Source: an optimization exercise on an open RTL-to-GDS flow (aim: small area and a short achievable clock period). Production flows keep margins and buffers that such runs may drop. The RTL was checked by simulation tests, not by an equivalence proof against the original design. No activity file was given, so power comes from the tool's default toggle rates.

Design day5_top, start of the top module:
module day5_top(
        input  logic        clock,
        input  logic        reset,
        input  logic        load_ranges,
        input  logic [63:0] start_range,
        input  logic [63:0] end_range,
        input  logic [63:0] id,
        output logic [31:0] total_fresh
    );
==> module cmp_ge64, before the edit <==
module cmp_ge64(input logic [63:0] a, input logic [63:0] nb, output logic ge);
    logic [63:0] ac, nbc;
    assign ac  = {a[63:1], a[0] | nb[0]};
    assign nbc = {nb[63:1], a[0] | nb[0]};
    logic [7:0] gl0, tl0;   
    for (genvar i = 0; i < 8; i++) begin : lg
        cmp_grp u(.a(ac[8*i+7:8*i]), .nb(nbc[8*i+7:8*i]), .g(gl0[i]), .t(tl0[i]));
    end
    logic [3:0] gl1, tl1;   
    for (genvar i = 0; i < 4; i++) begin : nl1
        cmp_node_p u(.gh(gl0[2*i+1]), .th(tl0[2*i+1]), .gl(gl0[2*i]), .tl(tl0[2*i]), .gn(gl1[i]), .tn(tl1[i]));
    end
    logic [1:0] gl2, tl2;   
    for (genvar i = 0; i < 2; i++) begin : nl2
        cmp_node_n u(.ghn(gl1[2*i+1]), .thn(tl1[2*i+1]), .gln(gl1[2*i]), .tln(tl1[2*i]), .g(gl2[i]), .t(tl2[i]));
    end
    logic [0:0] gl3, tl3;   
    for (genvar i = 0; i < 1; i++) begin : nl3
        cmp_node_p u(.gh(gl2[2*i+1]), .th(tl2[2*i+1]), .gl(gl2[2*i]), .tl(tl2[2*i]), .gn(gl3[i]), .tn(tl3[i]));
    end
    assign ge = ~gl3[0];
endmodule
==> module day5_top, before the edit <==
module day5_top(
        input  logic        clock,
        input  logic        reset,
        input  logic        load_ranges,
        input  logic [63:0] start_range,
        input  logic [63:0] end_range,
        input  logic [63:0] id,
        output logic [31:0] total_fresh
    );
    localparam int DEPTH = 16;
    logic [DEPTH-1:0][63:0] nrs, re;
    always_ff @(posedge clock) begin
        nrs[0] <= load_ranges ? ~start_range : nrs[DEPTH-1];
        re[0]  <= load_ranges ? end_range    : re[DEPTH-1];
        for (int k = 1; k < DEPTH; k++) begin
            nrs[k] <= nrs[k-1];
            re[k]  <= re[k-1];
        end
    end
    logic [63:0]      nid;
    logic [DEPTH-1:0] ge_s, le_e;
    assign nid = ~id;
    for (genvar k = 0; k < DEPTH; k++) begin : g_slot
        cmp_ge64 u_s(.a(id),    .nb(nrs[k]), .ge(ge_s[k]));   
        cmp_ge64 u_e(.a(re[k]), .nb(nid),    .ge(le_e[k]));   
    end
    logic [DEPTH-1:0] hit1;
    logic             v1;
    always_ff @(posedge clock) begin
        hit1 <= ge_s & le_e;
        v1   <= ~reset & ~load_ranges;
    end
    logic f2;
    always_ff @(posedge clock)
        f2 <= ~reset & v1 & (|hit1);
    logic [31:0] count, carry;
    always_comb
        for (int i = 0; i < 32; i++)
            carry[i] = f2 & (&(count | ~((32'd1 << i) - 32'd1)));
    always_ff @(posedge clock) begin
        if (reset)
            count <= '0;
        else
            count <= count ^ carry;
    end
    always_ff @(posedge clock)
        total_fresh <= count;
endmodule
make LEC_CHECK=0 CAP_MARGIN=20 CORE_MARGIN=2 CORE_UTILIZATION=60 CTS_CLUSTER_DIAMETER=100 CTS_CLUSTER_SIZE=20 SETUP_SLACK_MARGIN=1.5 SLEW_MARGIN=20 SYNTH_HIERARCHICAL=1 finish   # period 3.3 ns
run.sh (not shown) runs the stock make flow with config.mk's settings and CLKGATE_MAP_FILE= SYNTH_SCRIPT=/design/flow/synth_recipe.tcl, a recipe that flattens the netlist after the stock synthesis.
The first run finished clean.
==> next run, changes <==
--- a/flow/design.v
+++ b/flow/design.v
@@ -20,7 +20,7 @@
         t = tt[0];
     end
 endmodule
-module cmp_ge64(input logic [63:0] a, input logic [63:0] nb, output logic ge);
+module cmp_lt64(input logic [63:0] a, input logic [63:0] nb, output logic lt);
     logic [63:0] ac, nbc;
     assign ac  = {a[63:1], a[0] | nb[0]};
     assign nbc = {nb[63:1], a[0] | nb[0]};
@@ -40,7 +40,7 @@
     for (genvar i = 0; i < 1; i++) begin : nl3
         cmp_node_p u(.gh(gl2[2*i+1]), .th(tl2[2*i+1]), .gl(gl2[2*i]), .tl(tl2[2*i]), .gn(gl3[i]), .tn(tl3[i]));
     end
-    assign ge = ~gl3[0];
+    assign lt = gl3[0];
 endmodule
 module day5_top(
         input  logic        clock,
@@ -62,31 +62,30 @@
         end
     end
     logic [63:0]      nid;
-    logic [DEPTH-1:0] ge_s, le_e;
+    logic [DEPTH-1:0] lt_s, gt_e;
     assign nid = ~id;
     for (genvar k = 0; k < DEPTH; k++) begin : g_slot
-        cmp_ge64 u_s(.a(id),    .nb(nrs[k]), .ge(ge_s[k]));   
-        cmp_ge64 u_e(.a(re[k]), .nb(nid),    .ge(le_e[k]));   
+        cmp_lt64 u_s(.a(id),    .nb(nrs[k]), .lt(lt_s[k]));   
+        cmp_lt64 u_e(.a(re[k]), .nb(nid),    .lt(gt_e[k]));   
     end
-    logic [DEPTH-1:0] hit1;
+    logic [DEPTH-1:0] below1, above1;
     logic             v1;
     always_ff @(posedge clock) begin
-        hit1 <= ge_s & le_e;
-        v1   <= ~reset & ~load_ranges;
+        below1 <= lt_s;
+        above1 <= gt_e;
+        v1     <= ~reset & ~load_ranges;
     end
     logic f2;
     always_ff @(posedge clock)
-        f2 <= ~reset & v1 & (|hit1);
-    logic [31:0] count, carry;
+        f2 <= ~reset & v1 & (|(~below1 & ~above1));
+    logic [31:0] carry;
     always_comb
         for (int i = 0; i < 32; i++)
-            carry[i] = f2 & (&(count | ~((32'd1 << i) - 32'd1)));
+            carry[i] = f2 & (&(total_fresh | ~((32'd1 << i) - 32'd1)));
     always_ff @(posedge clock) begin
         if (reset)
-            count <= '0;
+            total_fresh <= '0;
         else
-            count <= count ^ carry;
+            total_fresh <= total_fresh ^ carry;
     end
-    always_ff @(posedge clock)
-        total_fresh <= count;
 endmodule
After rerunning:
- The new run went through all stages and came out clean
- maximum frequency grows by 8.1%
- count of clock-buffer cells in the layout does not change
- synthesized area shrinks by 0.90%
- setup slack gains 0.16 ns
- clock skew grows by 0.0034 ns
- utilization shrinks by 0.62 points
- total power shrinks by 1.0%
- wire length stays flat
- critical path depth grows by 3
- first-iteration DRC count shrinks by 0.54%
- clock power hardly moves

The RTL this note starts from:
==> flow/design.v <==
module cmp_node_n(input logic ghn, thn, gln, tln, output logic g, t);
    assign g = ~(ghn & (thn | gln));
    assign t = ~(thn | tln);
endmodule
module cmp_node_p(input logic gh, th, gl, tl, output logic gn, tn);
    assign gn = ~(gh | (th & gl));
    assign tn = ~(th & tl);
endmodule
module cmp_grp(input logic [7:0] a, nb, output logic g, t);
    always_comb begin
        logic [7:0] gg, tt;
        gg = a & nb;
        tt = a | nb;
        for (int w = 1; w < 8; w = w * 2)
            for (int i = 0; i < 8; i = i + 2 * w) begin
                gg[i] = gg[i + w] | (tt[i + w] & gg[i]);
                tt[i] = tt[i + w] & tt[i];
            end
        g = gg[0];
        t = tt[0];
    end
endmodule
module cmp_lt64(input logic [63:0] a, input logic [63:0] nb, output logic lt);
    logic [63:0] ac, nbc;
    assign ac  = {a[63:1], a[0] | nb[0]};
    assign nbc = {nb[63:1], a[0] | nb[0]};
    logic [7:0] gl0, tl0;   
    for (genvar i = 0; i < 8; i++) begin : lg
        cmp_grp u(.a(ac[8*i+7:8*i]), .nb(nbc[8*i+7:8*i]), .g(gl0[i]), .t(tl0[i]));
    end
    logic [3:0] gl1, tl1;   
    for (genvar i = 0; i < 4; i++) begin : nl1
        cmp_node_p u(.gh(gl0[2*i+1]), .th(tl0[2*i+1]), .gl(gl0[2*i]), .tl(tl0[2*i]), .gn(gl1[i]), .tn(tl1[i]));
    end
    logic [1:0] gl2, tl2;   
    for (genvar i = 0; i < 2; i++) begin : nl2
        cmp_node_n u(.ghn(gl1[2*i+1]), .thn(tl1[2*i+1]), .gln(gl1[2*i]), .tln(tl1[2*i]), .g(gl2[i]), .t(tl2[i]));
    end
    logic [0:0] gl3, tl3;   
    for (genvar i = 0; i < 1; i++) begin : nl3
        cmp_node_p u(.gh(gl2[2*i+1]), .th(tl2[2*i+1]), .gl(gl2[2*i]), .tl(tl2[2*i]), .gn(gl3[i]), .tn(tl3[i]));
    end
    assign lt = gl3[0];
endmodule
module cmp_le64(input logic [63:0] a, input logic [63:0] nb, output logic le);
    logic [63:0] ac, nbc;
    assign ac  = a;
    assign nbc = nb;
    logic [7:0] gl0, tl0;   
    for (genvar i = 0; i < 8; i++) begin : lg
        cmp_grp u(.a(ac[8*i+7:8*i]), .nb(nbc[8*i+7:8*i]), .g(gl0[i]), .t(tl0[i]));
    end
    logic [3:0] gl1, tl1;   
    for (genvar i = 0; i < 4; i++) begin : nl1
        cmp_node_p u(.gh(gl0[2*i+1]), .th(tl0[2*i+1]), .gl(gl0[2*i]), .tl(tl0[2*i]), .gn(gl1[i]), .tn(tl1[i]));
    end
    logic [1:0] gl2, tl2;   
    for (genvar i = 0; i < 2; i++) begin : nl2
        cmp_node_n u(.ghn(gl1[2*i+1]), .thn(tl1[2*i+1]), .gln(gl1[2*i]), .tln(tl1[2*i]), .g(gl2[i]), .t(tl2[i]));
    end
    logic [0:0] gl3, tl3;   
    for (genvar i = 0; i < 1; i++) begin : nl3
        cmp_node_p u(.gh(gl2[2*i+1]), .th(tl2[2*i+1]), .gl(gl2[2*i]), .tl(tl2[2*i]), .gn(gl3[i]), .tn(tl3[i]));
    end
    assign le = gl3[0];
endmodule
module day5_top(
        input  logic        clock,
        input  logic        reset,
        input  logic        load_ranges,
        input  logic [63:0] start_range,
        input  logic [63:0] end_range,
        input  logic [63:0] id,
        output logic [31:0] total_fresh
    );
    localparam int DEPTH = 16;
    logic [DEPTH-1:0][63:0] nrs, nre;
    always_ff @(posedge clock) begin
        nrs[0] <= load_ranges ? ~start_range : nrs[DEPTH-1];
        nre[0] <= load_ranges ? ~end_range   : nre[DEPTH-1];
        for (int k = 1; k < DEPTH; k++) begin
            nrs[k] <= nrs[k-1];
            nre[k] <= nre[k-1];
        end
    end
    logic [DEPTH-1:0] lt_s, le_e;
    for (genvar k = 0; k < DEPTH; k++) begin : g_slot
        cmp_lt64 u_s(.a(id), .nb(nrs[k]), .lt(lt_s[k]));   
        cmp_le64 u_e(.a(id), .nb(nre[k]), .le(le_e[k]));   
    end
    logic [DEPTH-1:0] below1, within1;
    logic             v1;
    always_ff @(posedge clock) begin
        below1  <= lt_s;
        within1 <= le_e;
        v1      <= ~reset & ~load_ranges;
    end
    logic f2;
    always_ff @(posedge clock)
        f2 <= ~reset & v1 & (|(~below1 & within1));
    logic [31:0] carry;
    always_comb
        for (int i = 0; i < 32; i++)
            carry[i] = f2 & (&(total_fresh | ~((32'd1 << i) - 32'd1)));
    always_ff @(posedge clock) begin
        if (reset)
            total_fresh <= '0;
        else
            total_fresh <= total_fresh ^ carry;
    end
endmodule
export LEC_CHECK = 0
export CAP_MARGIN = 20
export CORE_MARGIN = 2
export CORE_UTILIZATION = 60
export CTS_CLUSTER_DIAMETER = 100
export CTS_CLUSTER_SIZE = 20
export SETUP_SLACK_MARGIN = 1.5
export SLEW_MARGIN = 20
export SYNTH_HIERARCHICAL = 1
create_clock -name core_clock -period 3.3 [get_ports {clock}]
Change:
==> flow/design.v (replaced) <==
module cmp_node_n(input logic ghn, thn, gln, tln, output logic g, t);
    assign g = ~(ghn & (thn | gln));
    assign t = ~(thn | tln);
endmodule
module cmp_node_p(input logic gh, th, gl, tl, output logic gn, tn);
    assign gn = ~(gh | (th & gl));
    assign tn = ~(th & tl);
endmodule
module cmp_grp(input logic [7:0] a, nb, output logic g, t);
    always_comb begin
        logic [7:0] gg, tt;
        gg = a & nb;
        tt = a | nb;
        for (int w = 1; w < 8; w = w * 2)
            for (int i = 0; i < 8; i = i + 2 * w) begin
                gg[i] = gg[i + w] | (tt[i + w] & gg[i]);
                tt[i] = tt[i + w] & tt[i];
            end
        g = gg[0];
        t = tt[0];
    end
endmodule
module cmp_ge64(input logic [63:0] a, input logic [63:0] nb, output logic ge);
    logic [63:0] ac, nbc;
    assign ac  = {a[63:1], a[0] | nb[0]};
    assign nbc = {nb[63:1], a[0] | nb[0]};
    logic [7:0] gl0, tl0;   
    for (genvar i = 0; i < 8; i++) begin : lg
        cmp_grp u(.a(ac[8*i+7:8*i]), .nb(nbc[8*i+7:8*i]), .g(gl0[i]), .t(tl0[i]));
    end
    logic [3:0] gl1, tl1;   
    for (genvar i = 0; i < 4; i++) begin : nl1
        cmp_node_p u(.gh(gl0[2*i+1]), .th(tl0[2*i+1]), .gl(gl0[2*i]), .tl(tl0[2*i]), .gn(gl1[i]), .tn(tl1[i]));
    end
    logic [1:0] gl2, tl2;   
    for (genvar i = 0; i < 2; i++) begin : nl2
        cmp_node_n u(.ghn(gl1[2*i+1]), .thn(tl1[2*i+1]), .gln(gl1[2*i]), .tln(tl1[2*i]), .g(gl2[i]), .t(tl2[i]));
    end
    logic [0:0] gl3, tl3;   
    for (genvar i = 0; i < 1; i++) begin : nl3
        cmp_node_p u(.gh(gl2[2*i+1]), .th(tl2[2*i+1]), .gl(gl2[2*i]), .tl(tl2[2*i]), .gn(gl3[i]), .tn(tl3[i]));
    end
    assign ge = ~gl3[0];
endmodule
module day5_top(
        input  logic        clock,
        input  logic        reset,
        input  logic        load_ranges,
        input  logic [63:0] start_range,
        input  logic [63:0] end_range,
        input  logic [63:0] id,
        output logic [31:0] total_fresh
    );
    localparam int DEPTH = 16;
    logic [DEPTH-1:0][63:0] nrs, re;
    always_ff @(posedge clock) begin
        nrs[0] <= load_ranges ? ~start_range : nrs[DEPTH-1];
        re[0]  <= load_ranges ? end_range    : re[DEPTH-1];
        for (int k = 1; k < DEPTH; k++) begin
            nrs[k] <= nrs[k-1];
            re[k]  <= re[k-1];
        end
    end
    logic [63:0]      nid;
    logic [DEPTH-1:0] ge_s, le_e;
    assign nid = ~id;
    for (genvar k = 0; k < DEPTH; k++) begin : g_slot
        cmp_ge64 u_s(.a(id),    .nb(nrs[k]), .ge(ge_s[k]));   
        cmp_ge64 u_e(.a(re[k]), .nb(nid),    .ge(le_e[k]));   
    end
    logic [DEPTH-1:0] hit1;
    logic             v1;
    always_ff @(posedge clock) begin
        hit1 <= ge_s & le_e;
        v1   <= ~reset & ~load_ranges;
    end
    logic f2;
    always_ff @(posedge clock)
        f2 <= ~reset & v1 & (|hit1);
    logic [31:0] carry;
    always_comb
        for (int i = 0; i < 32; i++)
            carry[i] = f2 & (&(total_fresh | ~((32'd1 << i) - 32'd1)));
    always_ff @(posedge clock) begin
        if (reset)
            total_fresh <= '0;
        else
            total_fresh <= total_fresh ^ carry;
    end
endmodule
After rerunning: Core utilization climbs by 1.3 points. Total power went down by 0.41%. Via count went up by about 2.2%. Worst setup slack got worse by 0.22 ns. Register-to-register slack loses 0.20 ns. Die area hardly moves. Routed wire length rises by 2.6%.

-- port drivers added, routing unchanged --
Ports are ideal in the flow. The routed layouts listed here were re-timed in OpenROAD. Step 1 sets driving cells, clkbuf_16 on the clock port and buf_2 on the other inputs (assumed; they add their load-dependent delay and slew). Step 2 moves the port delays by t, midway between the first and last clock arrival at a register: inputs arrive t later, outputs are due t later. That takes back most of the time a late clock gives input paths. Three values: ideal, step 1, step 2; two values: the first two.
| run | t, ns | setup slack, ns | pins driven straight from the clock port |
|---|---|---|---|
| the first run of note 1 | 0.824 | 1.221 / 1.221 / 0.441 | 1 |
| the second run of note 1 | 0.825 | 1.378 / 1.335 / 0.586 | 1 |
| the first run of note 2 | 0.813 | 1.397 / 1.328 / 0.642 | 1 |
| the second run of note 2 | 0.824 | 1.180 / 1.203 / 0.407 | 1 |
After both steps every run listed still meets setup and hold. The setup slack of the second run of note 1, which loses most, moves by -0.043 ns with the drivers and by -0.792 ns with both steps.
